Background: an optimization exercise with open tools, aiming at small area, a short achievable clock period and few clock cycles per item. Do not read the settings as production practice. At most, simulation tests tie the RTL to the original design; equivalence was not proved. The RTL of runs 1 to 4 and 7 was laid out without a check of its function. No driver is modelled on the clock port, so clock power and skew are understated where the tree is cut down; a real chip needs a root buffer or a tree. No activity file was given, so power comes from the tool's default toggle rates.

### flow/config.mk
export PLATFORM = sky130hd
export DESIGN_NAME = sharpening_hw
export DESIGN_NICKNAME = sharpening_hw
export VERILOG_FILES = /design/flow/design.v
export SDC_FILE = /design/flow/constraint.sdc
export NUM_CORES = 8
export LEC_CHECK = 0
export ABC_CLOCK_PERIOD_IN_PS = 2500
export CAP_MARGIN = 20
export CORE_MARGIN = 2
export CORE_UTILIZATION = 80
export CTS_CLUSTER_DIAMETER = 80
export CTS_CLUSTER_SIZE = 24
export SETUP_SLACK_MARGIN = 2.5
export SLEW_MARGIN = 20
### flow/constraint.sdc
create_clock -name core_clock -period 5.0 [get_ports {clk}]
set_input_delay 1.0000 -clock core_clock [delete_from_list [all_inputs] [get_ports {clk}]]
set_output_delay 1.0000 -clock core_clock [all_outputs]
set_load 0.01 [all_outputs]
### flow/design.v
module intensity_kernel(
    input  wire [23:0] rgb,
    output wire [14:0] pr,      
    output wire [15:0] pg,      
    output wire [10:0] pb       
);
    assign pr = 15'd77  * rgb[23:16];
    assign pg = 16'd151 * rgb[15:8];
    assign pb = 11'd7   * rgb[7:0];
endmodule
module intensity_sum(
    input  wire [14:0] pr,
    input  wire [15:0] pg,
    input  wire [10:0] pb,
    output wire [7:0]  y
);
    wire [15:0] sum = {1'b0, pr} + pg + {3'b000, pb, 2'b00};
    assign y = sum[15:8];
endmodule
module stencil_buf #(
    parameter W = 1280,
    parameter L = 40
) (
    input  wire       clk,
    input  wire       rst_n,
    input  wire       we,
    input  wire [7:0] y_in,
    output wire signed [10:0] d_p,
    output wire [8:0] d_q
);
    localparam R = W / L;
    localparam NB = 8 * L * R;
    reg [NB-1:0] line1;
    reg [NB-1:0] line2;
    reg [7:0] ya0;    
    reg [7:0] yb0;    
    reg [7:0] yb1;    
    reg signed [10:0] dp;    
    reg [8:0]  dq;           
    reg [11:0] cnt;
    reg        full1;   
    reg        full2;   
    wire [7:0] tap1 = line1[NB-1 -: 8];
    wire [7:0] tap2 = line2[NB-1 -: 8];
    wire [7:0] t1m = full1 ? tap1 : 8'hff;
    wire [7:0] t2m = full2 ? tap2 : 8'hff;
    integer r, i;
    always @(posedge clk) begin
        for (r = 0; r < R; r = r + 1) begin
            for (i = 1; i < L; i = i + 1) begin
                line1[(r*L+i)*8 +: 8] <= line1[(r*L+i-1)*8 +: 8];
                line2[(r*L+i)*8 +: 8] <= line2[(r*L+i-1)*8 +: 8];
            end
            if (we) begin
                line1[(r*L)*8 +: 8] <= (r == 0) ? y_in : line1[((r-1)*L+L-1)*8 +: 8];
                line2[(r*L)*8 +: 8] <= (r == 0) ? yb0  : line2[((r-1)*L+L-1)*8 +: 8];
            end else begin
                line1[(r*L)*8 +: 8] <= line1[(r*L+L-1)*8 +: 8];
                line2[(r*L)*8 +: 8] <= line2[(r*L+L-1)*8 +: 8];
            end
        end
    end
    always @(posedge clk or negedge rst_n) begin
        if (!rst_n) begin
            ya0   <= 8'hff;
            yb0   <= 8'hff;
            yb1   <= 8'hff;
            dp    <= 11'sd0;
            dq    <= 9'd0;
            cnt   <= 12'd0;
            full1 <= 1'b0;
            full2 <= 1'b0;
        end else if (we) begin
            ya0 <= y_in;
            yb0 <= t1m;
            yb1 <= yb0;
            dp  <= $signed({1'b0, yb0, 2'b00}) - $signed({3'b000, ya0} + {3'b000, yb1});
            dq  <= {1'b0, t1m} + {1'b0, t2m};
            if (!full2) cnt <= cnt + 12'd1;
            if (cnt == W - 1) full1 <= 1'b1;
            if (cnt == 2 * W) full2 <= 1'b1;
        end
    end
    assign d_p = dp;
    assign d_q = dq;
endmodule
module sharpening_kernel(
    input  wire signed [10:0] d_p,    
    input  wire [8:0]  d_q,           
    output wire signed [10:0] detail
);
    assign detail = d_p - $signed({2'b00, d_q});
endmodule
module sharpening_clamp(
    input  wire [23:0] rgb,
    input  wire signed [10:0] detail,
    output wire [23:0] sharp
);
    function [7:0] addclamp(input [7:0] v, input signed [10:0] d);
        reg signed [11:0] t;
        begin
            t = $signed({4'b0000, v}) + d;
            if (t[11]) addclamp = 8'd0;
            else if (t[10:8] != 3'b000) addclamp = 8'd255;
            else addclamp = t[7:0];
        end
    endfunction
    assign sharp = {addclamp(rgb[23:16], detail), addclamp(rgb[15:8], detail), addclamp(rgb[7:0], detail)};
endmodule
module sharpening_hw(clk, rst_n, s_axis_tdata, s_axis_tvalid, s_axis_tuser, s_axis_tlast, s_axis_tready, m_axis_tdata, m_axis_tvalid, m_axis_tuser, m_axis_tlast, m_axis_tready, hwsw_sel);
    input wire clk;
    input wire rst_n;
    input wire [23:0] s_axis_tdata;
    input wire s_axis_tvalid;
    input wire s_axis_tuser;
    input wire s_axis_tlast;
    output wire s_axis_tready;
    output wire [23:0] m_axis_tdata;
    output wire m_axis_tvalid;
    output wire m_axis_tuser;
    output wire m_axis_tlast;
    input wire m_axis_tready;
    input wire hwsw_sel;
    localparam W = 1280;
    localparam L = 40;
    reg        va, vb, v3, v4, ov, kv;
    reg [25:0] da, db, d3, d4;       
    reg [14:0] pra;
    reg [15:0] pga;
    reg [10:0] pba;
    reg [7:0]  yb;
    reg signed [10:0] det4;
    reg [49:0] od, kd;               
    reg [5:0]  ph;                   
    reg        started;
    reg        adv;                  
    reg        proc;                 
    wire [14:0] pr;
    wire [15:0] pg;
    wire [10:0] pb;
    intensity_kernel ik0(.rgb(s_axis_tdata), .pr(pr), .pg(pg), .pb(pb));
    wire [7:0] ysum;
    intensity_sum is0(.pr(pra), .pg(pga), .pb(pba), .y(ysum));
    wire signed [10:0] n_p;
    wire [8:0] n_q;
    stencil_buf #(.W(W), .L(L)) sb0(
        .clk(clk), .rst_n(rst_n), .we(proc), .y_in(yb), .d_p(n_p), .d_q(n_q));
    wire signed [10:0] det;
    sharpening_kernel ek0(.d_p(n_p), .d_q(n_q), .detail(det));
    wire [23:0] sharp4;
    sharpening_clamp ec0(.rgb(d4[23:0]), .detail(det4), .sharp(sharp4));
    wire [49:0] res4 = {d4[25:24], sharp4, d4[23:0]};
    wire pop  = ov & m_axis_tready;
    wire in_o = v4 & ~kv;
    wire load_o = ~ov | pop;
    wire       kv_n = load_o ? 1'b0 : (kv | in_o);
    wire       vb_n = adv ? va : vb;
    wire       ph_hold = proc | (~started & (ph == 6'd0));
    wire [5:0] ph_n = ph_hold ? ph : ((ph == L - 1) ? 6'd0 : ph + 6'd1);
    wire       ok_n = (ph_n == 6'd0) & ~kv_n;
    always @(posedge clk or negedge rst_n) begin
        if (!rst_n) begin
            va <= 1'b0;
            vb <= 1'b0;
            v3 <= 1'b0;
            v4 <= 1'b0;
            ov <= 1'b0;
            kv <= 1'b0;
            ph <= 6'd0;
            started <= 1'b0;
            adv <= 1'b1;
            proc <= 1'b0;
        end else begin
            if (adv) begin
                va <= s_axis_tvalid;
                vb <= va;
            end
            if (~kv) begin
                v3 <= proc;
                v4 <= v3;
            end
            if (proc) started <= 1'b1;
            ph <= ph_n;
            ov <= load_o ? (kv | in_o) : 1'b1;
            kv <= kv_n;
            adv  <= ~vb_n | ok_n;
            proc <= vb_n & ok_n;
        end
    end
    always @(posedge clk) begin
        if (adv) begin
            da  <= {s_axis_tuser, s_axis_tlast, s_axis_tdata};
            pra <= pr;
            pga <= pg;
            pba <= pb;
            db  <= da;
            yb  <= ysum;
        end
        if (~kv) begin
            d3   <= db;
            d4   <= d3;
            det4 <= det;
        end
        if (load_o) od <= kv ? kd : res4;
        else if (in_o) kd <= res4;
    end
    assign s_axis_tready = adv;
    assign m_axis_tvalid = ov;
    assign m_axis_tuser  = od[49];
    assign m_axis_tlast  = od[48];
    assign m_axis_tdata  = hwsw_sel ? od[47:24] : od[23:0];
endmodule
### flow/run.sh
#!/bin/bash
# synth_recipe.tcl (not shown) runs the flow's synth.tcl, then flattens the netlist and writes it again
# the make line also repeats each setting of config.mk as NAME=value (left out here)
make -C /OpenROAD-flow-scripts/flow DESIGN_CONFIG=/design/flow/config.mk WORK_HOME=/design/flow/orfs CLKGATE_MAP_FILE= SYNTH_SCRIPT=/design/flow/synth_recipe.tcl finish
==> results_dict.tcl, run 1 <==
set metrics [dict create \
    initial_core_util 0.803 \
    die_h_um 740 \
    synth.distinct_cells 71 \
    synth_area_per_cell_um2 19.3 \
    yosys_most_used_dff "dfxtp_1" \
    lastStage "detailed placement (3_5_place_dp)" \
    yosysWarnings 3 \
    status "aborted with a tool error" \
    synth_top_area_frac 0.945 \
    yosysMostFrequentCell "dfxtp_1" \
    dp_hpwl_um 376000 \
    die_w_um 740 \
    synth_cells 22400 \
    synth.area.top_cells "dfxtp_1 (95%), edfxtp_1 (1.8%), mux2_2 (1.5%)" \
    io_buffers 58 \
    synth.top_cells.by_count "dfxtp_1 (20500), mux2_2 (560), edfxtp_1 (261)" \
    syn_nets 22700 \
    netlist_area_um2 434000 \
    synth_seq_cells 20800 \
    synth_area_leader_cell "dfxtp_1" \
    gp_congestion 0.756 \
    ys_async_sr_fraction 0.00351 \
    synth_edf_count 261 \
    synth-seq-area-share 0.967 \
    first-error "[ERROR DPL-0033] detailed placement checks failed during check placement." \
    rows 270 \
    io_pins 59 \
]
==> worst max-delay path by stage <==
| stage | end | from | slack [ns] | cells after the start |
|---|---|---|---|---|
| after global placement | pga[14] | s_axis_tdata[14] | -0.04 | 16 |
| after floorplan | pga[13] | s_axis_tdata[13] | 0.89 | 12 |
==> power groups by stage <==
stage                   clock (mW)  sequential [mW]  combinational [mW]
after floorplan                  0              173                5.76
after global placement           0              174                7.54
==> per-stage QoR <==
| stage | total power [mW] | std cells | setup WS [ns] | instance area, um^2 |
|---|---|---|---|---|
| 3_3_place_gp | 182 | 29700 | -0.0405 | 444000 |
| 2_1_floorplan | 179 | 22400 | 0.886 | 434000 |
==> cells by family after synthesis <==
logic type	count (synthesis)	share of synthesized area
simple gates	251	0.00290
mux	569	0.0147
buf+inv	246	0.00226
xor+xnor	90	0.00182
flops	20800	0.967
compound gates	258	0.00391
fa+ha+maj	210	0.00687
==> run 2: changes to the inputs <==
==> flow/design.v (replaced) <==
module intensity_kernel(
    input  wire [23:0] rgb,
    output wire [7:0]  y
);
    wire [15:0] sum = 16'd77 * rgb[23:16] + 16'd151 * rgb[15:8] + 16'd28 * rgb[7:0];
    assign y = sum[15:8];
endmodule
module stencil_buf #(
    parameter W = 1280,
    parameter L = 40
) (
    input  wire       clk,
    input  wire       rst_n,
    input  wire       we,
    input  wire [7:0] y_in,
    output wire signed [10:0] detail
);
    localparam R = W / L;
    localparam NB = 8 * L * R;
    reg [NB-1:0] line1;
    reg [NB-1:0] line2;
    reg [7:0] yc;                
    reg [8:0] sh;                
    reg [8:0] sv;                
    reg signed [10:0] det;
    reg [11:0] cnt;
    reg        full1;   
    reg        full2;   
    wire       full1_n = full1 | (we & (cnt == W - 1));
    wire       full2_n = full2 | (we & (cnt == 2 * W));
    wire [7:0] pre1 = full1_n ? line1[NB-9 -: 8] : 8'hff;
    wire [7:0] pre2 = full2_n ? line2[NB-9 -: 8] : 8'hff;
    wire [7:0] t1m  = full1 ? line1[NB-1 -: 8] : 8'hff;
    integer r, i;
    always @(posedge clk) begin
        for (r = 0; r < R; r = r + 1) begin
            for (i = 1; i < L; i = i + 1) begin
                line1[(r*L+i)*8 +: 8] <= line1[(r*L+i-1)*8 +: 8];
                line2[(r*L+i)*8 +: 8] <= line2[(r*L+i-1)*8 +: 8];
            end
            if (we) begin
                line1[(r*L)*8 +: 8] <= (r == 0) ? y_in : line1[((r-1)*L+L-1)*8 +: 8];
                line2[(r*L)*8 +: 8] <= (r == 0) ? yc   : line2[((r-1)*L+L-1)*8 +: 8];
            end else begin
                line1[(r*L)*8 +: 8] <= line1[(r*L+L-1)*8 +: 8];
                line2[(r*L)*8 +: 8] <= line2[(r*L+L-1)*8 +: 8];
            end
        end
        sv <= {1'b0, pre1} + {1'b0, pre2};
        if (we) det <= $signed({1'b0, yc, 2'b00}) - $signed({2'b00, sh}) - $signed({2'b00, sv});
    end
    always @(posedge clk or negedge rst_n) begin
        if (!rst_n) begin
            yc    <= 8'hff;
            sh    <= 9'd510;
            cnt   <= 12'd0;
            full1 <= 1'b0;
            full2 <= 1'b0;
        end else if (we) begin
            yc <= t1m;
            sh <= {1'b0, y_in} + {1'b0, yc};
            if (!full2) cnt <= cnt + 12'd1;
            full1 <= full1_n;
            full2 <= full2_n;
        end
    end
    assign detail = det;
endmodule
module sharpening_kernel(
    input  wire [23:0] rgb,
    input  wire signed [10:0] detail,
    output wire [23:0] sharp
);
    function [7:0] addclamp(input [7:0] v, input signed [10:0] d);
        reg signed [11:0] t;
        begin
            t = $signed({4'b0000, v}) + d;
            if (t[11]) addclamp = 8'd0;
            else if (t[10:8] != 3'b000) addclamp = 8'd255;
            else addclamp = t[7:0];
        end
    endfunction
    assign sharp = {addclamp(rgb[23:16], detail), addclamp(rgb[15:8], detail), addclamp(rgb[7:0], detail)};
endmodule
module sharpening_hw(clk, rst_n, s_axis_tdata, s_axis_tvalid, s_axis_tuser, s_axis_tlast, s_axis_tready, m_axis_tdata, m_axis_tvalid, m_axis_tuser, m_axis_tlast, m_axis_tready, hwsw_sel);
    input wire clk;
    input wire rst_n;
    input wire [23:0] s_axis_tdata;
    input wire s_axis_tvalid;
    input wire s_axis_tuser;
    input wire s_axis_tlast;
    output wire s_axis_tready;
    output wire [23:0] m_axis_tdata;
    output wire m_axis_tvalid;
    output wire m_axis_tuser;
    output wire m_axis_tlast;
    input wire m_axis_tready;
    input wire hwsw_sel;
    localparam W = 1280;
    localparam L = 40;
    reg        vb, v3, ov, kv;
    reg [25:0] db, d3;               
    reg [7:0]  yb;
    reg [49:0] od, kd;               
    reg [5:0]  ph;                   
    reg        started;
    reg        adv;                  
    reg        proc;                 
    wire [7:0] y;
    intensity_kernel ik0(.rgb(s_axis_tdata), .y(y));
    wire signed [10:0] det3;
    stencil_buf #(.W(W), .L(L)) sb0(
        .clk(clk), .rst_n(rst_n), .we(proc), .y_in(yb), .detail(det3));
    wire [23:0] sharp3;
    sharpening_kernel ek0(.rgb(d3[23:0]), .detail(det3), .sharp(sharp3));
    wire [49:0] res3 = {d3[25:24], sharp3, d3[23:0]};
    wire pop  = ov & m_axis_tready;
    wire in_o = v3 & ~kv;
    wire load_o = ~ov | pop;
    wire       kv_n = load_o ? 1'b0 : (kv | in_o);
    wire       vb_n = adv ? s_axis_tvalid : vb;
    wire       ph_hold = proc | (~started & (ph == 6'd0));
    wire [5:0] ph_n = ph_hold ? ph : ((ph == L - 1) ? 6'd0 : ph + 6'd1);
    wire       ok_n = (ph_n == 6'd0) & ~kv_n;
    always @(posedge clk or negedge rst_n) begin
        if (!rst_n) begin
            vb <= 1'b0;
            v3 <= 1'b0;
            ov <= 1'b0;
            kv <= 1'b0;
            ph <= 6'd0;
            started <= 1'b0;
            adv <= 1'b1;
            proc <= 1'b0;
        end else begin
            vb <= vb_n;
            if (~kv) v3 <= proc;
            if (proc) started <= 1'b1;
            ph <= ph_n;
            ov <= load_o ? (kv | in_o) : 1'b1;
            kv <= kv_n;
            adv  <= ~vb_n | ok_n;
            proc <= vb_n & ok_n;
        end
    end
    always @(posedge clk) begin
        if (adv) begin
            db <= {s_axis_tuser, s_axis_tlast, s_axis_tdata};
            yb <= y;
        end
        if (~kv) d3 <= db;
        if (load_o) od <= kv ? kd : res3;
        else if (in_o) kd <= res3;
    end
    assign s_axis_tready = adv;
    assign m_axis_tvalid = ov;
    assign m_axis_tuser  = od[49];
    assign m_axis_tlast  = od[48];
    assign m_axis_tdata  = hwsw_sel ? od[47:24] : od[23:0];
endmodule
--- a/flow/config.mk
+++ b/flow/config.mk
@@ -9,6 +9,6 @@
 export CAP_MARGIN = 20
 export CORE_MARGIN = 2
-export CORE_UTILIZATION = 80
-export CTS_CLUSTER_DIAMETER = 80
+export CORE_UTILIZATION = 70
+export CTS_CLUSTER_DIAMETER = 100
 export CTS_CLUSTER_SIZE = 24
 export SETUP_SLACK_MARGIN = 2.5
==> results_dict.tcl, run 2 <==
set metrics [dict create \
    status "finished with violations" \
    so_faults "antenna violations, negative setup slack" \
    io_pins 59 \
    finalSetupTns_ns -2.10 \
    synth.distinct_cells 73 \
    yosys_most_used_dff "dfxtp_1" \
    dr_total_vias 137000 \
    yosysMostFrequentCell "dfxtp_1" \
    gp_congestion 0.740 \
    clockBufferDepth 4 \
    clock_skew_ns 0.0443 \
    post_drt_wl_per_cell_um 14.8 \
    grt_pass1_vias 140000 \
    dp_hpwl_um 230000 \
    cts.sinks 20700 \
    globalRouteTotalUtil 0.148 \
    num-fill-cells 34300 \
    final_common_cell "dfxtp_1" \
    fin_crit_sh 1.07 \
    die_h_um 788 \
    fmax_ghz 0.187 \
    reg_top3 "sb0.line1: 10240 flops, sb0.line2: 10240 flops" \
    holdWs_ns 0.194 \
    cts_max_level 6 \
    dp.cells 30400 \
    synth_cells 22200 \
    met1_usage 0.240 \
    fin_ws_ns -0.352 \
    rows 287 \
    clkTransAtPathRegs_ns 0.10 \
    ant_nets 1 \
    vdd_drop_max_mv 0.571 \
    synth.area.top_cells "dfxtp_1 (95%), mux2_2 (1.5%), edfxtp_1 (1.2%)" \
    cp_max_fo 4 \
    grt_pass1_wl_um 753000 \
    root_buffer "clkbuf_16" \
    arrival_ns 6.25 \
    ys_async_sr_fraction 0.00213 \
    final_cell_mix "dfxtp_1 (20500), clkbuf_16 (949), mux2_2 (537)" \
    path_class "input pin to register" \
    final_area_um2 468000 \
    slew_violations 0 \
    placed_area_um2 442000 \
    finalSetupViolCount 8 \
    syn_to_final_growth_pct 8.81 \
    grtUsageMet3 0.0237 \
    rsz0062_at_grt "yes" \
    synth_area_leader_cell "dfxtp_1" \
    yosysWarnings 3 \
    use_met2 0.210 \
    grt.busiest_layer "met1" \
    fin_cells 31500 \
    vias_per_cell 4.35 \
    cts_buffers 933 \
    wl_um 465000 \
    synth_edf_count 171 \
    drtIter0Drc 6469 \
    worst_pin_slew_ns 0.810 \
    powerDensity_nw_per_um2 546 \
    drv_cap 0 \
    synth_top_area_frac 0.954 \
    finalHoldViolations 0 \
    synth-seq-area-share 0.968 \
    drive_gt1_frac 0.0847 \
    overflow 0 \
    synth_area_per_cell_um2 19.4 \
    place_ws_ns -2.06 \
    cts_tree "built" \
    fin_crit_ns 5.35 \
    p_leak_nw 187 \
    io_buffers 58 \
    syn_nets 22400 \
    cp-end-kind "register" \
    first_pass_iters 5 \
    synth_seq_cells 20700 \
    start_kind "input pin" \
    core-area_um2 612000 \
    critPathRequiredTime_ns 5.90 \
    netlist_area_um2 430000 \
    nNetsFinal 23500 \
    relSlewSlack 0.460 \
    hp-class "input pin to register" \
    synth.top_cells.by_count "dfxtp_1 (20500), mux2_2 (561), inv_1 (174)" \
    remaining_drc_errors 0 \
    dieArea_um2 621000 \
    antenna_found_initial 30 \
    initial_core_util 0.703 \
    clock_latency_ns 1.15 \
    die_w_um 788 \
    grt_max_degree 96 \
]
-- run 2: cell types whose count changed after synthesis, moves of 12 or more --
cell and delta:
a21oi_1 -27, edfxtp_1 -90, dfrtp_1 -21, nor2_1 -27
o21ba_2 +12, o311a_1 +12, o21ai_0 -49, fa_1 +19
or2_2 +13, ha_1 -22, inv_1 +18
-- run 2: stage by stage --
| step | total power [mW] | utilization |
|---|---|---|
| floorplan | 176 | - |
| global placement | 179 | 0.722 |
| detailed placement | 179 | 0.722 |
| CTS | 257 | 0.764 |
| global route | 264 | 0.765 |
| finish | 255 | 0.765 |
-- run 2: layer usage --
metal / vias to the layer above / wire [um] / part of all wire
met2: 1291 / 184000 / 0.39
met4: 0 / 11900 / 0.026
met5: - / 0 / 0
met1: 64400 / 254000 / 0.55
met3: 925 / 15300 / 0.033
li1: 70400 / - / -
-- run 2: cell families after synthesis --
kind of cell	synth area share
AO/OA/AOI/OAI	0.00347
XOR/XNOR	0.00143
adder cells (fa/ha/maj)	0.00717
buffers and inverters	0.00245
flip-flops	0.968
multiplexers	0.0148
AND/OR/NAND/NOR	0.00248
-- run 2: what timing repair did --
item / in CTS / in global routing
pin swaps: 70 / 66
cloned: 3 / 2
hold buffers: 1 / 0
setup buffers: 53 / 24
setup endpoints to repair: 362 / 190
endpoints found under the hold margin: 27 / 0
gates resized for setup: 294 / 76
-- run 2: layout make-up --
class	count	area, um^2	share of cell area
Sequential cell	20700	416000	0.890
Clock buffer	972	23800	0.0508
Multi-Input combinational cell	1245	13800	0.0296
Tap cell	8092	10100	0.0216
Timing Repair Buffer	245	2320	0.00495
Clock inverter	46	801	0.00171
Inverter	174	656	0.00140
Antenna cell	12	30.0	0.0000642
-- run 2: worst paths after layout --
kind                             endpoint             from  slack (ns)  depth (start not counted)
max                                 yb[4]  s_axis_tdata[2]       -0.35                         23
min                                 db[2]  s_axis_tdata[2]        0.19                          2
max reg2reg                        od[44]       sb0.det[0]        2.32                         12
min reg2reg                sb0.line1[817]   sb0.line1[809]        0.30                          0
max in group asynchronous            proc            rst_n        4.00                          3
min in group asynchronous              ov            rst_n        0.50                          3
-- run 2: critical path: stages --
cell      delay, ns
buf_6          0.09
buf_12         0.13
fa_1           0.54
ha_2           0.19
inv_2          0.04
fa_2           0.55
inv_2          0.05
ha_4           0.15
inv_2          0.04
fa_1           0.42
fa_1           0.51
inv_2          0.04
fa_1           0.51
inv_2          0.04
fa_1           0.49
inv_1          0.04
ha_2           0.17
or3_4          0.38
o22a_1         0.22
o21ai_4        0.24
o21bai_1       0.10
buf_4          0.14
xor2_1         0.13
-- run 2: power breakdown --
group	switching (mW)	leakage (nW)	internal, mW	total (mW)
sequential	0.929	167	167	168
combinational	4.03	8.08	4.11	8.14
clock	45.4	12.1	34.0	79.4
==> run 3: changes to the inputs <==
--- a/flow/design.v
+++ b/flow/design.v
@@ -1,7 +1,53 @@
 module intensity_kernel(
     input  wire [23:0] rgb,
+    output wire [15:0] s,
+    output wire [15:0] c
+);
+    function [10:0] m77(input [3:0] n);
+        case (n)
+            4'd0: m77 = 11'd0;     4'd1: m77 = 11'd77;    4'd2: m77 = 11'd154;   4'd3: m77 = 11'd231;
+            4'd4: m77 = 11'd308;   4'd5: m77 = 11'd385;   4'd6: m77 = 11'd462;   4'd7: m77 = 11'd539;
+            4'd8: m77 = 11'd616;   4'd9: m77 = 11'd693;   4'd10: m77 = 11'd770;  4'd11: m77 = 11'd847;
+            4'd12: m77 = 11'd924;  4'd13: m77 = 11'd1001; 4'd14: m77 = 11'd1078; default: m77 = 11'd1155;
+        endcase
+    endfunction
+    function [11:0] m151(input [3:0] n);
+        case (n)
+            4'd0: m151 = 12'd0;     4'd1: m151 = 12'd151;   4'd2: m151 = 12'd302;   4'd3: m151 = 12'd453;
+            4'd4: m151 = 12'd604;   4'd5: m151 = 12'd755;   4'd6: m151 = 12'd906;   4'd7: m151 = 12'd1057;
+            4'd8: m151 = 12'd1208;  4'd9: m151 = 12'd1359;  4'd10: m151 = 12'd1510; 4'd11: m151 = 12'd1661;
+            4'd12: m151 = 12'd1812; 4'd13: m151 = 12'd1963; 4'd14: m151 = 12'd2114; default: m151 = 12'd2265;
+        endcase
+    endfunction
+    function [8:0] m28(input [3:0] n);
+        case (n)
+            4'd0: m28 = 9'd0;    4'd1: m28 = 9'd28;   4'd2: m28 = 9'd56;   4'd3: m28 = 9'd84;
+            4'd4: m28 = 9'd112;  4'd5: m28 = 9'd140;  4'd6: m28 = 9'd168;  4'd7: m28 = 9'd196;
+            4'd8: m28 = 9'd224;  4'd9: m28 = 9'd252;  4'd10: m28 = 9'd280; 4'd11: m28 = 9'd308;
+            4'd12: m28 = 9'd336; 4'd13: m28 = 9'd364; 4'd14: m28 = 9'd392; default: m28 = 9'd420;
+        endcase
+    endfunction
+    function [31:0] csa(input [15:0] a, input [15:0] b, input [15:0] d);
+        csa = {(a & b | a & d | b & d) << 1, a ^ b ^ d};
+    endfunction
+    wire [15:0] t0 = {1'b0, m77(rgb[23:20]), 4'b0000};
+    wire [15:0] t1 = {5'b00000, m77(rgb[19:16])};
+    wire [15:0] t2 = {m151(rgb[15:12]), 4'b0000};
+    wire [15:0] t3 = {4'b0000, m151(rgb[11:8])};
+    wire [15:0] t4 = {3'b000, m28(rgb[7:4]), 4'b0000};
+    wire [15:0] t5 = {7'b0000000, m28(rgb[3:0])};
+    wire [31:0] l1a = csa(t0, t1, t2);
+    wire [31:0] l1b = csa(t3, t4, t5);
+    wire [31:0] l2  = csa(l1a[15:0], l1a[31:16], l1b[15:0]);
+    wire [31:0] l3  = csa(l2[15:0], l2[31:16], l1b[31:16]);
+    assign s = l3[15:0];
+    assign c = l3[31:16];
+endmodule
+module intensity_sum(
+    input  wire [15:0] s,
+    input  wire [15:0] c,
     output wire [7:0]  y
 );
-    wire [15:0] sum = 16'd77 * rgb[23:16] + 16'd151 * rgb[15:8] + 16'd28 * rgb[7:0];
+    wire [15:0] sum = s + c;
     assign y = sum[15:8];
 endmodule
@@ -99,6 +145,7 @@
     localparam W = 1280;
     localparam L = 40;
-    reg        vb, v3, ov, kv;
-    reg [25:0] db, d3;               
+    reg        va, vb, v3, ov, kv;
+    reg [25:0] da, db, d3;           
+    reg [15:0] sa, ca;
     reg [7:0]  yb;
     reg [49:0] od, kd;               
@@ -107,6 +154,8 @@
     reg        adv;                  
     reg        proc;                 
+    wire [15:0] ls, lc;
+    intensity_kernel ik0(.rgb(s_axis_tdata), .s(ls), .c(lc));
     wire [7:0] y;
-    intensity_kernel ik0(.rgb(s_axis_tdata), .y(y));
+    intensity_sum is0(.s(sa), .c(ca), .y(y));
     wire signed [10:0] det3;
     stencil_buf #(.W(W), .L(L)) sb0(
@@ -119,5 +168,5 @@
     wire load_o = ~ov | pop;
     wire       kv_n = load_o ? 1'b0 : (kv | in_o);
-    wire       vb_n = adv ? s_axis_tvalid : vb;
+    wire       vb_n = adv ? va : vb;
     wire       ph_hold = proc | (~started & (ph == 6'd0));
     wire [5:0] ph_n = ph_hold ? ph : ((ph == L - 1) ? 6'd0 : ph + 6'd1);
@@ -125,4 +174,5 @@
     always @(posedge clk or negedge rst_n) begin
         if (!rst_n) begin
+            va <= 1'b0;
             vb <= 1'b0;
             v3 <= 1'b0;
@@ -134,4 +184,5 @@
             proc <= 1'b0;
         end else begin
+            if (adv) va <= s_axis_tvalid;
             vb <= vb_n;
             if (~kv) v3 <= proc;
@@ -146,5 +197,8 @@
     always @(posedge clk) begin
         if (adv) begin
-            db <= {s_axis_tuser, s_axis_tlast, s_axis_tdata};
+            da <= {s_axis_tuser, s_axis_tlast, s_axis_tdata};
+            sa <= ls;
+            ca <= lc;
+            db <= da;
             yb <= y;
         end
==> results_dict.tcl, run 3 <==
set metrics [dict create \
    initial_core_util 0.702 \
    core-area_um2 614000 \
    p_leak_nw 187 \
    clock_latency_ns 1.16 \
    rsz0062_at_grt "yes" \
    placed_area_um2 442000 \
    final_cell_mix "dfxtp_1 (20500), clkbuf_16 (955), mux2_2 (538)" \
    clkTransAtPathRegs_ns 0.09 \
    rows 288 \
    crit_chain "clkdlybuf4s15_1 > buf_12 > mux2_4 > buf_6" \
    grt_max_degree 80 \
    finalPower_mw 254 \
    yosysWarnings 4 \
    cts_buffers 935 \
    cts_max_level 6 \
    grt_pass1_vias 140000 \
    cp_slowest_stage_delay_ns 0.42 \
    yosysMostFrequentCell "dfxtp_1" \
    finalHoldViolations 0 \
    dieArea_um2 622000 \
    wl_um 455000 \
    synth_seq_cells 20800 \
    synth_top_area_frac 0.952 \
    cp_max_fo 12 \
    start_kind "input pin" \
    synth_area_per_cell_um2 19.4 \
    grt_pass1_wl_um 745000 \
    yosys_most_used_dff "dfxtp_1" \
    holdWs_ns 0.145 \
    path_buf_inv 3 \
    antenna_found_initial 23 \
    grt.busiest_layer "met1" \
    use_met2 0.205 \
    cp_slowest_cell "mux2_4" \
    ys_async_sr_fraction 0.00217 \
    final_area_um2 469000 \
    fin_crit_sh 0.629 \
    powerDensity_nw_per_um2 542 \
    synth_cells 22200 \
    gp_congestion 0.729 \
    fin_crit_ns 3.14 \
    dp_hpwl_um 221000 \
    overflow 0 \
    relSlewSlack 0.373 \
    io_buffers 58 \
    globalRouteTotalUtil 0.146 \
    synth-seq-area-share 0.970 \
    remaining_drc_errors 0 \
    final_common_cell "dfxtp_1" \
    drtIter0Drc 6630 \
    post_drt_wl_per_cell_um 14.5 \
    synth.top_cells.by_count "dfxtp_1 (20500), mux2_2 (570), edfxtp_1 (225)" \
    cp_top_family "buffers and inverters" \
    synth.area.top_cells "dfxtp_1 (95%), edfxtp_1 (1.6%), mux2_2 (1.5%)" \
    die_h_um 789 \
    synth_area_leader_cell "dfxtp_1" \
    root_buffer "clkbuf_16" \
    status "finished clean" \
    arrival_ns 2.14 \
    die_w_um 789 \
    vias_per_cell 4.35 \
    io_pins 59 \
    finalSetupTns_ns 0 \
    cp-end-kind "output pin" \
    vdd_drop_max_mv 0.434 \
    finalSetupViolCount 0 \
    ant_nets 0 \
    slew_violations 0 \
    first_pass_iters 5 \
    path_class "input pin to output pin" \
    met1_usage 0.236 \
    fmax_ghz 0.318 \
    utilization 0.763 \
    synth_edf_count 225 \
    drv_cap 0 \
    clock_skew_ns 0.0545 \
    critPathRequiredTime_ns 4.00 \
    hp-class "input pin to register" \
    clockBufferDepth 4 \
    grtUsageMet3 0.0236 \
    netlist_area_um2 431000 \
    reg_top3 "sb0.line1: 10240 flops, sb0.line2: 10240 flops" \
    worst_pin_slew_ns 0.938 \
    syn_to_final_growth_pct 8.75 \
    dr_total_vias 137000 \
    drive_gt1_frac 0.0854 \
    nNetsFinal 23500 \
    syn_nets 22400 \
    cts.sinks 20800 \
    cts_tree "built" \
    synth.distinct_cells 67 \
]
-- run 3: cell count changes after synthesis, moves of 14 or more --
cell / change
clkbuf_1: +25
inv_1: -77
a21oi_1: +17
o21ai_0: +26
fa_1: -25
o21ai_2: +14
edfxtp_1: +54
-- run 3: final timing paths --
kind / startpoint / to / slack [ns] / cells past startpoint
min in group asynchronous: rst_n / ov / 0.60 / 3
setup reg to reg: sb0.det[0] / od[47] / 2.25 / 12
hold / removal: s_axis_tdata[1] / da[1] / 0.14 / 1
setup / recovery: hwsw_sel / m_axis_tdata[7] / 1.86 / 4
hold reg to reg: sb0.line1[9337] / sb0.line1[9345] / 0.29 / 0
max in group asynchronous: rst_n / proc / 3.70 / 3
-- run 3: stage by stage --
step	setup slack (ns)	std cells
after floorplan	1.55	22200
after global placement	0.709	30300
after detailed placement	0.742	30300
after CTS	1.78	31400
after global routing	1.81	31500
final	1.86	31500
-- run 3: power by group --
group	switching, mW	internal [mW]
Clock	45.4	34.2
Sequential	0.848	168
Combinational	3.01	2.82
Total	49.2	205
-- run 3: layout make-up --
| cell class | count | area, um^2 |
|---|---|---|
| Clock buffer | 985 | 24000 |
| Tap cell | 8120 | 10200 |
| Sequential cell | 20800 | 418000 |
| Clock inverter | 40 | 704 |
| Antenna cell | 8 | 20.0 |
| Fill cell | 34500 | 146000 |
| Multi-Input combinational cell | 1261 | 13500 |
| Inverter | 99 | 402 |
| Timing Repair Buffer | 191 | 1810 |
-- run 3: worst register-to-register path, delay by kind of cell (launching register included) --
family	cells	cell delay (ns)
xor gates and xnor gates	1	0.33
AOI/OAI and AO/OA	4	0.62
and+or+nand+nor	1	0.10
muxes	1	0.26
adders and majority gates	1	0.16
buffers and inverters	4	0.58
DFF	1	0.45
-- run 3: kinds of logic (layout without fill, tap and decap cells) --
logic type,after synthesis,count (layout),synth area share
flops,20800,20800,0.970
mux,593,593,0.0156
simple gates,215,215,0.00246
compound gates,207,210,0.00314
buf+inv,185,1315,0.00165
fa+ha+maj,172,172,0.00571
xor+xnor,71,71,0.00144
other cells,0,8,0
-- run 3: repair_timing --
| action | CTS | global route |
|---|---|---|
| pin swaps | 39 | 64 |
| setup buffers | 66 | 36 |
| resized for setup | 334 | 151 |
| setup endpoints to repair | 435 | 192 |
| hold buffers | 1 | 0 |
| gates cloned | 4 | 1 |
| hold endpoints to repair | 28 | 0 |
-- run 3: layer usage --
layer	up-vias	wire [um]
met1	64200	249000
met5	-	0
li1	70400	-
met3	869	14800
met4	0	11300
met2	1282	180000
==> run 4: changes to the inputs <==
==> flow/flow/run.sh (new file) <==
#!/bin/bash
# The standard layout, with the data ports grouped on one edge (io.tcl runs
# just before the I/O pins are placed).
set -euo pipefail
export PRE_IO_PLACEMENT_TCL="$PWD/flow/io.tcl"
bash standard.sh > standard.log 2>&1
==> flow/flow/io.tcl (new file) <==
# Keep the ports together in the middle of the bottom edge, so the small input
# and output logic sits next to its pins and the clock pin is as close to the
# die centre as an edge allows.
set io_names {}
foreach p [concat [all_inputs] [all_outputs]] {
  set n [get_name $p]
  if {$n ne "rst_n"} { lappend io_names $n }
}
set die_x [expr {[[[ord::get_db_block] getDieArea] xMax] / 1000.0}]
set mid [expr {$die_x / 2.0}]
set_io_pin_constraint -pin_names $io_names -region bottom:[expr {$mid - 60}]-[expr {$mid + 60}]
==> flow/standard.sh (new file) <==
#!/bin/bash
# synth_recipe.tcl (not shown) runs the flow's synth.tcl, then flattens the netlist and writes it again
# the make line also repeats each setting of config.mk as NAME=value (left out here)
make -C /OpenROAD-flow-scripts/flow DESIGN_CONFIG=/design/flow/config.mk WORK_HOME=/design/flow/orfs CLKGATE_MAP_FILE= SYNTH_SCRIPT=/design/flow/synth_recipe.tcl "${@:-finish}"
removed: flow/run.sh
==> results_dict.tcl, run 4 <==
set metrics [dict create \
    crit_cells 2 \
    start_kind "register" \
    yosysWarnings 4 \
    cts_tree "built" \
    synth_cells 22200 \
    post_drt_wl_per_cell_um 14.3 \
    vias_per_cell 4.35 \
    finalSetupTns_ns 0 \
    core-area_um2 614000 \
    final_area_um2 468000 \
    clock_latency_ns 1.13 \
    powerDensity_nw_per_um2 542 \
    placed_area_um2 442000 \
    path_buf_inv 1 \
    dp.cells 30300 \
    grt_pass1_vias 139000 \
    fin_crit_ns 3.00 \
    yosys_most_used_dff "dfxtp_1" \
    cp_slowest_stage_delay_ns 0.46 \
    yosysMostFrequentCell "dfxtp_1" \
    place_ws_ns 0.277 \
    syn_to_final_growth_pct 8.66 \
    startpoint "od[42]" \
    finalHoldViolations 0 \
    final_cell_mix "dfxtp_1 (20500), clkbuf_16 (963), mux2_2 (537)" \
    gp_congestion 0.727 \
    worst_pin_slew_ns 0.999 \
    initial_core_util 0.702 \
    synth_top_area_frac 0.952 \
    syn_nets 22400 \
    globalRouteTotalUtil 0.143 \
    utilization 0.762 \
    dr_total_vias 137000 \
    critPathRequiredTime_ns 4.00 \
    finalSetupViolCount 0 \
    synth_area_per_cell_um2 19.4 \
    clock_skew_ns 0.0385 \
    synth_seq_cells 20800 \
    netlist_area_um2 431000 \
    synth.distinct_cells 67 \
    crit_chain "mux2_4 > buf_6" \
    cp_max_fo 1 \
    r2r-start "sb0.det[0]" \
    synth_edf_count 225 \
    io_pins 59 \
    synth.top_cells.by_count "dfxtp_1 (20500), mux2_2 (570), edfxtp_1 (225)" \
    status "finished clean" \
    cts_buffers 935 \
    hp-class "input pin to register" \
    fmax_ghz 0.333 \
    arrival_ns 2.00 \
    clockBufferDepth 4 \
    dp_hpwl_um 216000 \
    die_w_um 789 \
    nNetsFinal 23400 \
    rsz0062_at_grt "yes" \
    drv_cap 0 \
    synth-seq-area-share 0.970 \
    dieArea_um2 622000 \
    synth_area_leader_cell "dfxtp_1" \
    fin_crit_sh 0.600 \
    wl_um 451000 \
    relSlewSlack 0.334 \
    rrSetupSlack_ns 2.28 \
    path_class "register to output pin" \
    drive_gt1_frac 0.0839 \
    die_h_um 789 \
    p_leak_nw 187 \
    reg_top3 "sb0.line1: 10240 flops, sb0.line2: 10240 flops" \
    synth.area.top_cells "dfxtp_1 (95%), edfxtp_1 (1.6%), mux2_2 (1.5%)" \
    cp-end-kind "output pin" \
    rr_endpoint "od[26]" \
    fin_ws_ns 2.00 \
    cts.sinks 20800 \
    cp_slowest_cell "edfxtp_1" \
    io_buffers 58 \
    drtIter0Drc 6659 \
    antenna_found_initial 20 \
    grt_pass1_wl_um 739000 \
    cp_top_family "flip-flops" \
    grt_max_degree 94 \
    vdd_drop_max_mv 0.496 \
    fin_cells 31400 \
    first_pass_iters 5 \
    clkTransAtPathRegs_ns 0.10 \
    overflow 0 \
    ant_nets 0 \
    slew_violations 0 \
    endpoint "m_axis_tdata[18]" \
    cts_max_level 6 \
    reg2reg_depth 14 \
    remaining_drc_errors 0 \
    root_buffer "clkbuf_16" \
    ys_async_sr_fraction 0.00217 \
    rows 288 \
    final_common_cell "dfxtp_1" \
]
## run 4: final cells by class
class | count | area, um^2
inverter | 99 | 403
clock inverter | 34 | 507
fill | 34500 | 146000
clock buffer | 986 | 24200
tap | 8120 | 10200
multi-input combinational | 1260 | 13400
sequential | 20800 | 418000
timing repair buffer | 159 | 1590
antenna | 3 | 7.51
## run 4: per-stage QoR
step                      power, mW  hold WS, ns
after floorplan                 175        0.310
after global routing            262       0.0359
final                           254        0.133
after detailed placement        177        0.312
after CTS                       256       0.0462
after global placement          177        0.310
## run 4: repair_timing
action / CTS / global route
hold buffers: 2 / 0
setup buffers: 54 / 24
pin swaps: 43 / 54
gates cloned: 4 / 0
setup endpoints to repair: 490 / 128
hold endpoints to repair: 29 / 0
resized for setup: 349 / 125
## run 4: routing by layer
metal	GRT usage	share of wire	up-vias
li1	-	-	70300
met1	0.233	0.55	64300
met2	0.202	0.39	1272
met3	0.0220	0.032	913
met4	0.0414	0.027	0
met5	0	0	-
## run 4: worst min path at each step
stage                           startpoint          endpoint  slack, ns  depth (start not counted)
final                     s_axis_tdata[21]            da[21]       0.13                          1
after global routing      s_axis_tdata[21]            da[21]       0.04                          1
after CTS                 s_axis_tdata[21]            da[21]       0.05                          1
after detailed placement  sb0.line1[10010]  sb0.line1[10018]       0.31                          0
after global placement    sb0.line1[10063]  sb0.line1[10071]       0.31                          0
after floorplan            sb0.line1[9992]  sb0.line1[10000]       0.31                          0
## run 4: worst reg2reg max path: stages, from the launching register on
cell	delay, ns
edfxtp_1	0.43
buf_6	0.12
buf_6	0.08
buf_6	0.09
ha_4	0.13
inv_2	0.03
fa_2	0.34
nor2b_2	0.13
o31a_1	0.21
o21ai_2	0.07
nand2_2	0.14
nor3_4	0.06
buf_4	0.16
a311o_2	0.43
o21ai_1	0.15
## run 4: power by group
| group | switching [mW] | internal (mW) | total (mW) |
|---|---|---|---|
| clock | 45.2 | 34.4 | 79.6 |
| combinational | 2.86 | 2.62 | 5.48 |
| sequential | 0.839 | 168 | 169 |
| total | 48.9 | 205 | 254 |
## run 4: cell families (layout without fill, tap and decap cells)
family,Yosys count,in the layout,synth area share
other cells,0,3,0
mux,593,593,0.0156
flops,20800,20800,0.970
simple gates,215,215,0.00246
xor+xnor,71,71,0.00144
compound gates,207,209,0.00314
buf+inv,185,1278,0.00165
fa+ha+maj,172,172,0.00571
==> run 5: changes to the inputs <==
--- a/flow/design.v
+++ b/flow/design.v
@@ -163,5 +163,5 @@
     wire [23:0] sharp3;
     sharpening_kernel ek0(.rgb(d3[23:0]), .detail(det3), .sharp(sharp3));
-    wire [49:0] res3 = {d3[25:24], sharp3, d3[23:0]};
+    wire [49:0] res3 = {d3[25:24], ~sharp3, ~d3[23:0]};
     wire pop  = ov & m_axis_tready;
     wire in_o = v3 & ~kv;
@@ -211,4 +211,4 @@
     assign m_axis_tuser  = od[49];
     assign m_axis_tlast  = od[48];
-    assign m_axis_tdata  = hwsw_sel ? od[47:24] : od[23:0];
-endmodule
+    assign m_axis_tdata  = ~(hwsw_sel ? od[47:24] : od[23:0]);
+endmodule
==> flow/flow/run.sh (replaced) <==
#!/bin/bash
# The standard layout, with the data ports grouped on one edge (io.tcl runs
# just before the I/O pins are placed) and clock tree synthesis without
# dummy loads.
set -euo pipefail
export PRE_IO_PLACEMENT_TCL="$PWD/flow/io.tcl"
export CTS_ARGS="-sink_clustering_enable -repair_clock_nets -sink_clustering_size 30 -sink_clustering_max_diameter 80 -dont_use_dummy_load"
bash standard.sh > standard.log 2>&1
--- a/flow/config.mk
+++ b/flow/config.mk
@@ -9,7 +9,5 @@
 export CAP_MARGIN = 20
 export CORE_MARGIN = 2
-export CORE_UTILIZATION = 70
-export CTS_CLUSTER_DIAMETER = 100
-export CTS_CLUSTER_SIZE = 24
+export CORE_UTILIZATION = 74
 export SETUP_SLACK_MARGIN = 2.5
 export SLEW_MARGIN = 20
==> results_dict.tcl, run 5 <==
set metrics [dict create \
    fmax_ghz 0.336 \
    arrival_ns 1.97 \
    die_h_um 767 \
    syn_nets 22500 \
    synth-seq-area-share 0.970 \
    synth.area.top_cells "dfxtp_1 (95%), edfxtp_1 (1.6%), mux2_2 (1.4%)" \
    overflow 0 \
    hp-class "input pin to register" \
    die_w_um 767 \
    netSwitchingFraction 0.195 \
    dp_hpwl_um 230000 \
    ys_async_sr_fraction 0.00217 \
    drive_gt1_frac 0.0764 \
    synth.top_cells.by_count "dfxtp_1 (20500), mux2_2 (517), edfxtp_1 (225)" \
    clock_latency_ns 1.08 \
    yosysMostFrequentCell "dfxtp_1" \
    status "finished clean" \
    nNetsFinal 23300 \
    clock_skew_ns 0.101 \
    vias_per_cell 4.45 \
    grtUsageMet3 0.0198 \
    io_buffers 58 \
    seqPwrFrac 0.686 \
    synth.distinct_cells 67 \
    synth_area_per_cell_um2 19.3 \
    grt_pass1_vias 144000 \
    io_pins 59 \
    relSlewSlack 0.0904 \
    met1_usage 0.264 \
    rows 280 \
    root_buffer "clkbuf_16" \
    netlist_area_um2 431000 \
    internal-power_mw 198 \
    initial_core_util 0.742 \
    slew_violations 0 \
    worst_pin_slew_ns 1.36 \
    cts_buffers 768 \
    cts_tree "built" \
    finalHoldViolations 0 \
    grt_max_degree 103 \
    final_common_cell "dfxtp_1" \
    clockBufferDepth 4 \
    synth_top_area_frac 0.951 \
    drtIter0Drc 6564 \
    remaining_drc_errors 0 \
    finalSetupTns_ns 0 \
    first_pass_iters 5 \
    fin_crit_sh 0.595 \
    synth_edf_count 225 \
    dr_total_vias 137000 \
    cp_slowest_stage_delay_ns 0.52 \
    grt_pass1_wl_um 800000 \
    globalRouteTotalUtil 0.168 \
    dieArea_um2 589000 \
    dp.cells 30000 \
    cp_max_fo 1 \
    grt.busiest_layer "met1" \
    use_met2 0.256 \
    gp_congestion 0.764 \
    ant_nets 0 \
    synth_cells 22300 \
    powerDensity_nw_per_um2 531 \
    power.switching_mw 48.0 \
    finalSetupViolCount 0 \
    drv_cap 0 \
    critPathRequiredTime_ns 4.00 \
    pwr-share-clk 0.292 \
    cts.sinks 20800 \
    yosys_most_used_dff "dfxtp_1" \
    crit_chain "mux2i_1 > buf_2" \
    cp_slowest_cell "edfxtp_1" \
    yosysWarnings 4 \
    synth_seq_cells 20800 \
    vdd_drop_max_mv 0.453 \
    wl_um 498000 \
    cp-end-kind "output pin" \
    clkTransAtPathRegs_ns 0.11 \
    fin_cells 30900 \
    final_cell_mix "dfxtp_1 (20500), clkbuf_16 (770), mux2_2 (517)" \
    cts_max_level 6 \
    core-area_um2 581000 \
    pwr-share-comb 0.022 \
    rsz0062_at_grt "yes" \
    antenna_found_initial 24 \
    path_class "register to output pin" \
    syn_to_final_growth_pct 7.41 \
    reg_top3 "sb0.line1: 10240 flops, sb0.line2: 10240 flops" \
    start_kind "register" \
    p_leak_nw 184 \
    post_drt_wl_per_cell_um 16.1 \
    synth_area_leader_cell "dfxtp_1" \
    fin_crit_ns 2.97 \
]
run 5: cell types whose count changed after synthesis, moves of 16 or more:
cell | before | now
inv_1 | 97 | 125
mux2_2 | 570 | 517
mux2i_1 | 13 | 41
nand2_1 | 60 | 88
o21ai_0 | 53 | 85
o21ai_1 | 2 | 18
run 5: stage by stage:
step | hold WS [ns] | cell area (um^2) | setup slack [ns] | power (mW) | utilization
5_1_grt | 0.134 | 463000 | 1.92 | 254 | 0.797
6_report | 0.212 | 463000 | 2.03 | 246 | 0.797
3_3_place_gp | 0.309 | 442000 | 0.629 | 177 | 0.761
4_1_cts | 0.0740 | 462000 | 1.91 | 247 | 0.796
2_1_floorplan | 0.310 | 432000 | 1.55 | 175 | -
3_5_place_dp | 0.312 | 442000 | 0.638 | 177 | 0.761
run 5: critical path, delay by kind of cell, from the launching register on:
| family | cells | cell delay [ns] |
|---|---|---|
| multiplexers | 1 | 0.21 |
| flip-flops | 1 | 0.52 |
| buffers and inverters | 1 | 0.16 |
run 5: path summary, 6_finish.rpt:
kind                                  from         endpoint  slack, ns  cells after the start
setup / recovery                    od[25]  m_axis_tdata[1]       2.03                      2
hold / removal             s_axis_tdata[1]            da[1]       0.21                      1
setup reg to reg                      proc        sb0.sv[8]       2.12                     15
hold reg to reg              sb0.line1[92]   sb0.line1[100]       0.23                      0
max in group asynchronous            rst_n               ov       3.69                      2
min in group asynchronous            rst_n               va       0.85                      2
run 5: logic make-up after synthesis:
family / count (synthesis) / share of synthesized area
compound gates: 260 / 0.00377
flops: 20800 / 0.970
buf+inv: 218 / 0.00194
xor+xnor: 67 / 0.00136
fa+ha+maj: 172 / 0.00571
mux: 561 / 0.0146
simple gates: 246 / 0.00279
run 5: layout make-up:
class                   instances  area [um^2]
flip-flops and latches      20800       418000
well taps                    7755         9700
diodes                         14         35.0
inverters                     125          498
clock buffers                 768        19200
fillers                     28800       118000
multi-input cells            1306        13800
repair buffers                183         1740
run 5: power groups by stage:
stage	logic, mW	clock network (mW)	registers (mW)
finish	5.53	71.7	169
global route	6.05	78.7	169
CTS	5.00	73.6	169
detailed placement	4.35	0	172
global placement	4.25	0	172
floorplan	3.04	0	172
run 5: timing repair:
item | CTS | global route
endpoints found under the setup margin | 366 | 164
hold endpoints to repair | 0 | 28
hold buffers | 0 | 1
resized for setup | 345 | 162
pin swaps | 77 | 76
setup buffers | 59 | 31
gates cloned | 3 | 1
run 5: metal layers:
metal	up-vias	wire length, um
met5	-	0
met4	0	11500
met3	839	13600
met2	1189	213000
met1	65300	260000
li1	70100	-
Testbench counts of run 5, summed over its fixed seeds: cycles 40,992, pixels 40,960.
==> run 6: changes to the inputs <==
==> flow/flow/run.sh (replaced) <==
#!/bin/bash
# The standard layout, with three changes:
# - the data ports grouped on one edge (io.tcl runs just before the I/O pins
#   are placed);
# - clock tree synthesis without dummy loads;
# - after clock tree synthesis, the tree's root buffer removed, so the clock
#   port drives the four first-level buffers directly (rootless.tcl). Global
#   routing then repairs timing on the changed tree as usual.
set -euo pipefail
export PRE_IO_PLACEMENT_TCL="$PWD/flow/io.tcl"
export CTS_ARGS="-sink_clustering_enable -repair_clock_nets -sink_clustering_size 30 -sink_clustering_max_diameter 80 -dont_use_dummy_load"
export POST_CTS_TCL="$PWD/flow/rootless.tcl"
bash standard.sh > standard.log 2>&1
==> flow/flow/rootless.tcl (new file) <==
proc remove_clock_root {} {
  set block [ord::get_db_block]
  set port_net [[$block findBTerm clk] getNet]
  set roots {}
  foreach it [$port_net getITerms] { lappend roots [$it getInst] }
  if {[llength $roots] != 1} { puts "ROOTLESS: port drives [llength $roots] cells, left as is"; return }
  set root [lindex $roots 0]
  set out_net ""
  foreach it [$root getITerms] {
    if {[$it isOutputSignal]} { set out_net [$it getNet] }
  }
  set loads {}
  foreach it [$out_net getITerms] {
    if {[$it getInst] ne $root} { lappend loads $it }
  }
  if {[llength $loads] > 4} { puts "ROOTLESS: root drives [llength $loads] pins, left as is"; return }
  puts "ROOTLESS: removing [$root getName] ([[$root getMaster] getName]), [llength $loads] loads move to the port"
  foreach it $loads { $it disconnect; $it connect $port_net }
  foreach it [$root getITerms] { $it disconnect }
  odb::dbInst_destroy $root
  odb::dbNet_destroy $out_net
}
remove_clock_root
==> results_dict.tcl, run 6 <==
set metrics [dict create \
    io_buffers 58 \
    synth_cells 22300 \
    status "finished clean" \
    yosysWarnings 4 \
    finalPower_mw 246 \
    ant_nets 0 \
    synth_xor_area_frac 0.00136 \
    wl_um 499000 \
    p_leak_nw 184 \
    grt_pass1_wl_um 800000 \
    remaining_drc_errors 0 \
    cp_max_fo 4 \
    synth-simple-area-share 0.00279 \
    finalHoldViolations 0 \
    io_pins 59 \
    fin_cells 30900 \
    clock_skew_ns 0.101 \
    slew_violations 0 \
    initial_core_util 0.742 \
    hp-class "register to register" \
    vdd_drop_max_mv 0.452 \
    fin_ws_ns 2.10 \
    synth_seq_cells 20800 \
    yosys_most_used_dff "dfxtp_1" \
    clock_latency_ns 0.82 \
    powerDensity_nw_per_um2 531 \
    reg_top3 "sb0.line1: 10240 flops, sb0.line2: 10240 flops" \
    die_w_um 767 \
    overflow 0 \
    synth.area.mux_share 0.0146 \
    fin_crit_sh 0.580 \
    final_common_cell "dfxtp_1" \
    rsz0062_at_grt "yes" \
    drtIter0Drc 6683 \
    cts.sinks 20800 \
    holdWs_ns 0.229 \
    core-area_um2 581000 \
    arrival_ns 3.41 \
    relSlewSlack 0.101 \
    start_kind "input pin" \
    clkTransAtPathRegs_ns 0.10 \
    drv_cap 0 \
    dp.cells 30000 \
    synth.area.top_cells "dfxtp_1 (95%), edfxtp_1 (1.6%), mux2_2 (1.4%)" \
    place_ws_ns 0.638 \
    yosysMostFrequentCell "dfxtp_1" \
    grt_max_degree 103 \
    critPathRequiredTime_ns 5.51 \
    synth_edf_count 225 \
    cp-end-kind "register" \
    synth_area_per_cell_um2 19.3 \
    final_cell_mix "dfxtp_1 (20500), clkbuf_16 (771), mux2_2 (517)" \
    crit_chain "buf_8 > clkinvlp_4 > ha_4 > buf_6 > mux2i_1 > xor2_1 > fa_1 > fa_2 > inv_2 > fa_2" \
    path_common_cell "fa_2" \
    path_class "input pin to register" \
    antenna_found_initial 23 \
    syn_nets 22500 \
    synth_top_area_frac 0.951 \
    die_h_um 767 \
    rows 280 \
    synth.distinct_cells 67 \
    finalSetupViolCount 0 \
    netlist_area_um2 431000 \
    synth_top_family_by_area "multiplexers" \
    worst_pin_slew_ns 1.35 \
    cp_slowest_cell "fa_2" \
    synth_area_leader_cell "dfxtp_1" \
    syn_to_final_growth_pct 7.47 \
    gp_congestion 0.764 \
    fin_crit_ns 2.90 \
    synth.top_cells.by_count "dfxtp_1 (20500), mux2_2 (517), edfxtp_1 (225)" \
    grt_pass1_vias 144000 \
    fmax_ghz 0.345 \
    nNetsFinal 23400 \
    dieArea_um2 589000 \
    post_drt_wl_per_cell_um 16.1 \
    dr_total_vias 137000 \
    drive_gt1_frac 0.0774 \
    cp_slowest_stage_delay_ns 0.56 \
    globalRouteTotalUtil 0.168 \
    ys_async_sr_fraction 0.00217 \
    finalSetupTns_ns 0 \
    first_pass_iters 5 \
    vias_per_cell 4.45 \
    synthAdderAreaFrac 0.00571 \
    dp_hpwl_um 230000 \
    synth_compound_area_frac 0.00377 \
    synth-seq-area-share 0.970 \
]
-- run 6: cell types whose count changed in the layout (fill, tap and decap cells not counted), moves of 3 or more --
cell | previous run | this run
buf_6 | 38 | 46
inv_1 | 98 | 93
fa_1 | 23 | 20
fa_2 | 18 | 21
inv_2 | 19 | 22
-- run 6: worst max-delay path: cells and delay by family --
kind                       cells  cell delay, ns
xor gates and xnor gates       1            0.21
adders and majority gates      4            1.68
buffers and inverters          4            0.36
muxes                          1            0.15
-- run 6: cell families (layout without fill, tap and decap cells) --
family	count (synthesis)	after routing
AOI/OAI and AO/OA	260	260
xor gates and xnor gates	67	67
adders and majority gates	172	172
buffers and inverters	218	1086
DFF	20800	20800
muxes	561	561
other	0	13
and+or+nand+nor	246	246
-- run 6: per-layer routing --
metal	wire, um	track usage
met1	260000	0.264
met2	214000	0.256
met3	13800	0.0198
met4	11100	0.0386
met5	0	0
-- run 6: area by class of cell --
cell class,count,area [um^2]
tap,7755,9700
sequential,20800,418000
multi-input combinational,1306,13800
clock buffer,767,19200
inverter,125,508
antenna,13,32.5
fill,28800,118000
timing repair buffer,194,1940
-- run 6: stage by stage --
step           utilization  instance area (um^2)
3_5_place_dp         0.761                442000
6_report             0.798                463000
2_1_floorplan            -                432000
5_1_grt              0.798                463000
3_3_place_gp         0.761                442000
-- run 6: power breakdown --
part	internal [mW]	switching, mW
logic	2.55	3.04
clock network	27.7	43.9
registers	168	0.940
total	198	47.9
-- run 6: path summary, 6_finish.rpt --
path / startpoint / end / slack [ns] / cells past startpoint
min: sb0.line1[92] / sb0.line1[100] / 0.23 / 0
min reg2reg: sb0.line1[92] / sb0.line1[100] / 0.23 / 0
max in group asynchronous: rst_n / ov / 4.29 / 1
min in group asynchronous: rst_n / ph[4] / 0.25 / 1
max reg2reg: proc / sb0.sv[4] / 2.12 / 17
max: s_axis_tdata[20] / sa[7] / 2.10 / 10
==> run 7: changes to the inputs <==
--- a/flow/design.v
+++ b/flow/design.v
@@ -66,16 +66,20 @@
     reg [NB-1:0] line1;
     reg [NB-1:0] line2;
-    reg [7:0] yc;                
-    reg [8:0] sh;                
-    reg [8:0] sv;                
+    reg [7:0]         yc;    
+    reg signed [10:0] rh;    
+    reg [8:0]         sv;    
+    reg signed [10:0] zc;    
     reg signed [10:0] det;
     reg [11:0] cnt;
     reg        full1;   
     reg        full2;   
-    wire       full1_n = full1 | (we & (cnt == W - 1));
-    wire       full2_n = full2 | (we & (cnt == 2 * W));
+    reg        last1;   
+    reg        last2;   
+    wire       full1_n = full1 | (we & last1);
+    wire       full2_n = full2 | (we & last2);
+    wire [7:0] t1m  = full1 ? line1[NB-1 -: 8] : 8'hff;
+    wire [7:0] yc_n = we ? t1m : yc;
     wire [7:0] pre1 = full1_n ? line1[NB-9 -: 8] : 8'hff;
     wire [7:0] pre2 = full2_n ? line2[NB-9 -: 8] : 8'hff;
-    wire [7:0] t1m  = full1 ? line1[NB-1 -: 8] : 8'hff;
     integer r, i;
     always @(posedge clk) begin
@@ -94,19 +98,24 @@
         end
         sv <= {1'b0, pre1} + {1'b0, pre2};
-        if (we) det <= $signed({1'b0, yc, 2'b00}) - $signed({2'b00, sh}) - $signed({2'b00, sv});
+        zc <= $signed({1'b0, pre1, 2'b00}) - $signed({3'b000, yc_n});
+        if (we) det <= rh - $signed({2'b00, sv});
     end
     always @(posedge clk or negedge rst_n) begin
         if (!rst_n) begin
             yc    <= 8'hff;
-            sh    <= 9'd510;
+            rh    <= 11'sd510;
             cnt   <= 12'd0;
             full1 <= 1'b0;
             full2 <= 1'b0;
+            last1 <= 1'b0;
+            last2 <= 1'b0;
         end else if (we) begin
             yc <= t1m;
-            sh <= {1'b0, y_in} + {1'b0, yc};
+            rh <= zc - $signed({3'b000, y_in});
             if (!full2) cnt <= cnt + 12'd1;
             full1 <= full1_n;
             full2 <= full2_n;
+            last1 <= (cnt == W - 2);
+            last2 <= (cnt == 2 * W - 1);
         end
     end
@@ -145,15 +154,15 @@
     localparam W = 1280;
     localparam L = 40;
-    reg        va, vb, v3, ov, kv;
-    reg [25:0] da, db, d3;           
+    reg        v0, va, vb, v3, v4, ov, kv;
+    reg [25:0] d0, da, db, d3;       
     reg [15:0] sa, ca;
     reg [7:0]  yb;
-    reg [49:0] od, kd;               
+    reg [49:0] d4, od, kd;           
     reg [5:0]  ph;                   
     reg        started;
-    reg        adv;                  
+    reg        e0n, ea, eb;          
     reg        proc;                 
     wire [15:0] ls, lc;
-    intensity_kernel ik0(.rgb(s_axis_tdata), .s(ls), .c(lc));
+    intensity_kernel ik0(.rgb(d0[23:0]), .s(ls), .c(lc));
     wire [7:0] y;
     intensity_sum is0(.s(sa), .c(ca), .y(y));
@@ -165,8 +174,11 @@
     wire [49:0] res3 = {d3[25:24], ~sharp3, ~d3[23:0]};
     wire pop  = ov & m_axis_tready;
-    wire in_o = v3 & ~kv;
+    wire in_o = v4 & ~kv;
     wire load_o = ~ov | pop;
     wire       kv_n = load_o ? 1'b0 : (kv | in_o);
-    wire       vb_n = adv ? va : vb;
+    wire       e0 = ~e0n;
+    wire       v0_n = e0 ? s_axis_tvalid : v0;
+    wire       va_n = ea ? v0 : va;
+    wire       vb_n = eb ? va : vb;
     wire       ph_hold = proc | (~started & (ph == 6'd0));
     wire [5:0] ph_n = ph_hold ? ph : ((ph == L - 1) ? 6'd0 : ph + 6'd1);
@@ -174,38 +186,57 @@
     always @(posedge clk or negedge rst_n) begin
         if (!rst_n) begin
+            v0 <= 1'b0;
             va <= 1'b0;
             vb <= 1'b0;
             v3 <= 1'b0;
+            v4 <= 1'b0;
             ov <= 1'b0;
             kv <= 1'b0;
             ph <= 6'd0;
             started <= 1'b0;
-            adv <= 1'b1;
+            e0n <= 1'b0;
+            ea <= 1'b1;
+            eb <= 1'b1;
             proc <= 1'b0;
         end else begin
-            if (adv) va <= s_axis_tvalid;
+            v0 <= v0_n;
+            va <= va_n;
             vb <= vb_n;
-            if (~kv) v3 <= proc;
+            if (~kv) begin
+                v3 <= proc;
+                v4 <= v3;
+            end
             if (proc) started <= 1'b1;
             ph <= ph_n;
             ov <= load_o ? (kv | in_o) : 1'b1;
             kv <= kv_n;
-            adv  <= ~vb_n | ok_n;
+            eb   <= ~vb_n | ok_n;
+            ea   <= ~va_n | ~vb_n | ok_n;
+            e0n  <= v0_n & va_n & vb_n & ~ok_n;
             proc <= vb_n & ok_n;
         end
     end
     always @(posedge clk) begin
-        if (adv) begin
-            da <= {s_axis_tuser, s_axis_tlast, s_axis_tdata};
+        if (e0) d0 <= {s_axis_tuser, s_axis_tlast, s_axis_tdata};
+        if (ea) begin
+            da <= d0;
             sa <= ls;
             ca <= lc;
+        end
+        if (eb) begin
             db <= da;
             yb <= y;
         end
-        if (~kv) d3 <= db;
-        if (load_o) od <= kv ? kd : res3;
-        else if (in_o) kd <= res3;
-    end
-    assign s_axis_tready = adv;
+        if (~kv) begin
+            d3 <= db;
+            d4 <= res3;
+        end
+        if (~load_o & in_o) kd <= d4;
+    end
+    always @(posedge clk or negedge rst_n) begin
+        if (!rst_n) od <= 50'd0;
+        else if (load_o) od <= kv ? kd : d4;
+    end
+    assign s_axis_tready = e0;
     assign m_axis_tvalid = ov;
     assign m_axis_tuser  = od[49];
==> results_dict.tcl, run 7 <==
set metrics [dict create \
    synth_area_per_cell_um2 19.3 \
    synth.top_cells.by_count "dfxtp_1 (20600), mux2_2 (530), edfxtp_1 (251)" \
    rows 281 \
    synth.distinct_cells 77 \
    synth_top_area_frac 0.944 \
    placed_area_um2 446000 \
    dp_hpwl_um 245000 \
    synth-seq-area-share 0.968 \
    io_buffers 58 \
    synth_area_leader_cell "dfxtp_1" \
    first-error "[ERROR DPL-0033] detailed placement checks failed during check placement." \
    yosysWarnings 4 \
    synth_seq_cells 20900 \
    ys_async_sr_fraction 0.00492 \
    yosysMostFrequentCell "dfxtp_1" \
    netlist_area_um2 436000 \
    initial_core_util 0.744 \
    synth.area.top_cells "dfxtp_1 (94%), edfxtp_1 (1.7%), mux2_2 (1.4%)" \
    syn_nets 22800 \
    die_w_um 771 \
    gp_congestion 0.759 \
    status "aborted with a tool error" \
    lastStage "clock tree synthesis (4_1_cts)" \
    cts.sinks 20900 \
    yosys_most_used_dff "dfxtp_1" \
    die_h_um 771 \
    synth_edf_count 251 \
    synth_cells 22600 \
    io_pins 59 \
]
-- run 7: through the flow --
step | power [mW] | setup WS (ns) | cells | hold WS [ns]
2_1_floorplan | 179 | 2.41 | 22600 | 0.310
3_3_place_gp | 181 | 1.26 | 30400 | 0.310
3_5_place_dp | 181 | 1.22 | 30400 | 0.312
-- run 7: logic make-up after synthesis --
logic type,count (synthesis),share of synthesized area
buffers and inverters,193,0.00181
muxes,633,0.0161
DFF,20900,0.968
xor gates and xnor gates,70,0.00141
and+or+nand+nor,326,0.00355
adders and majority gates,164,0.00529
AOI/OAI and AO/OA,290,0.00413
-- run 7: power groups by stage --
stage	clock network [mW]	logic, mW	registers (mW)
detailed placement	0	6.26	175
global placement	0	6.21	175
floorplan	0	4.30	174
-- run 7: worst max-delay path by stage --
| stage | startpoint | to | slack (ns) | cells after the start |
|---|---|---|---|---|
| floorplan | hwsw_sel | m_axis_tdata[10] | 2.41 | 3 |
| detailed placement | hwsw_sel | m_axis_tdata[0] | 1.22 | 4 |
| global placement | hwsw_sel | m_axis_tdata[0] | 1.26 | 4 |

==> separate check: timing with driven ports <==
The flow's constraints put no driver on any port. The routed layouts listed below were extracted and timed again, unchanged, in two steps.
Step 1, drivers: a clkbuf_16 drives clk and a buf_2 each remaining input, both assumed.
Step 2 adds t to the input delays and takes it off the output delays; t is the mean of the earliest and latest rising clock arrival at the registers after step 1. Input paths then give back, and output paths get back, about the clock's delay inside the block.
a / b / c = no drivers / after step 1 / after step 2; a / b = the first two.
run | t, ns | slack for setup (ns) | worst hold slack (ns) | worst setup path at the end | cell pins on the clock port's net
run 2 | 1.256 | -0.352 / -0.315 / -1.570 | 0.194 / 0.107 / 0.303 | input to register | 1
run 3 | 1.253 | 1.856 / 1.814 / 1.304 | 0.145 / 0.040 / 0.286 | input to register | 1
run 4 | 1.199 | 1.999 / 1.910 / 1.318 | 0.133 / 0.072 / 0.302 | input to register | 1
run 5 | 1.145 | 2.027 / 1.940 / 1.242 | 0.212 / 0.218 / 0.228 | input to register | 1
run 6 | 1.014 | 2.100 / 2.080 / 1.181 | 0.229 / 0.229 / 0.229 | input to register | 4
For run 2, which loses most, drivers alone change the setup slack by +0.037 ns; drivers and shift together by -1.218 ns.
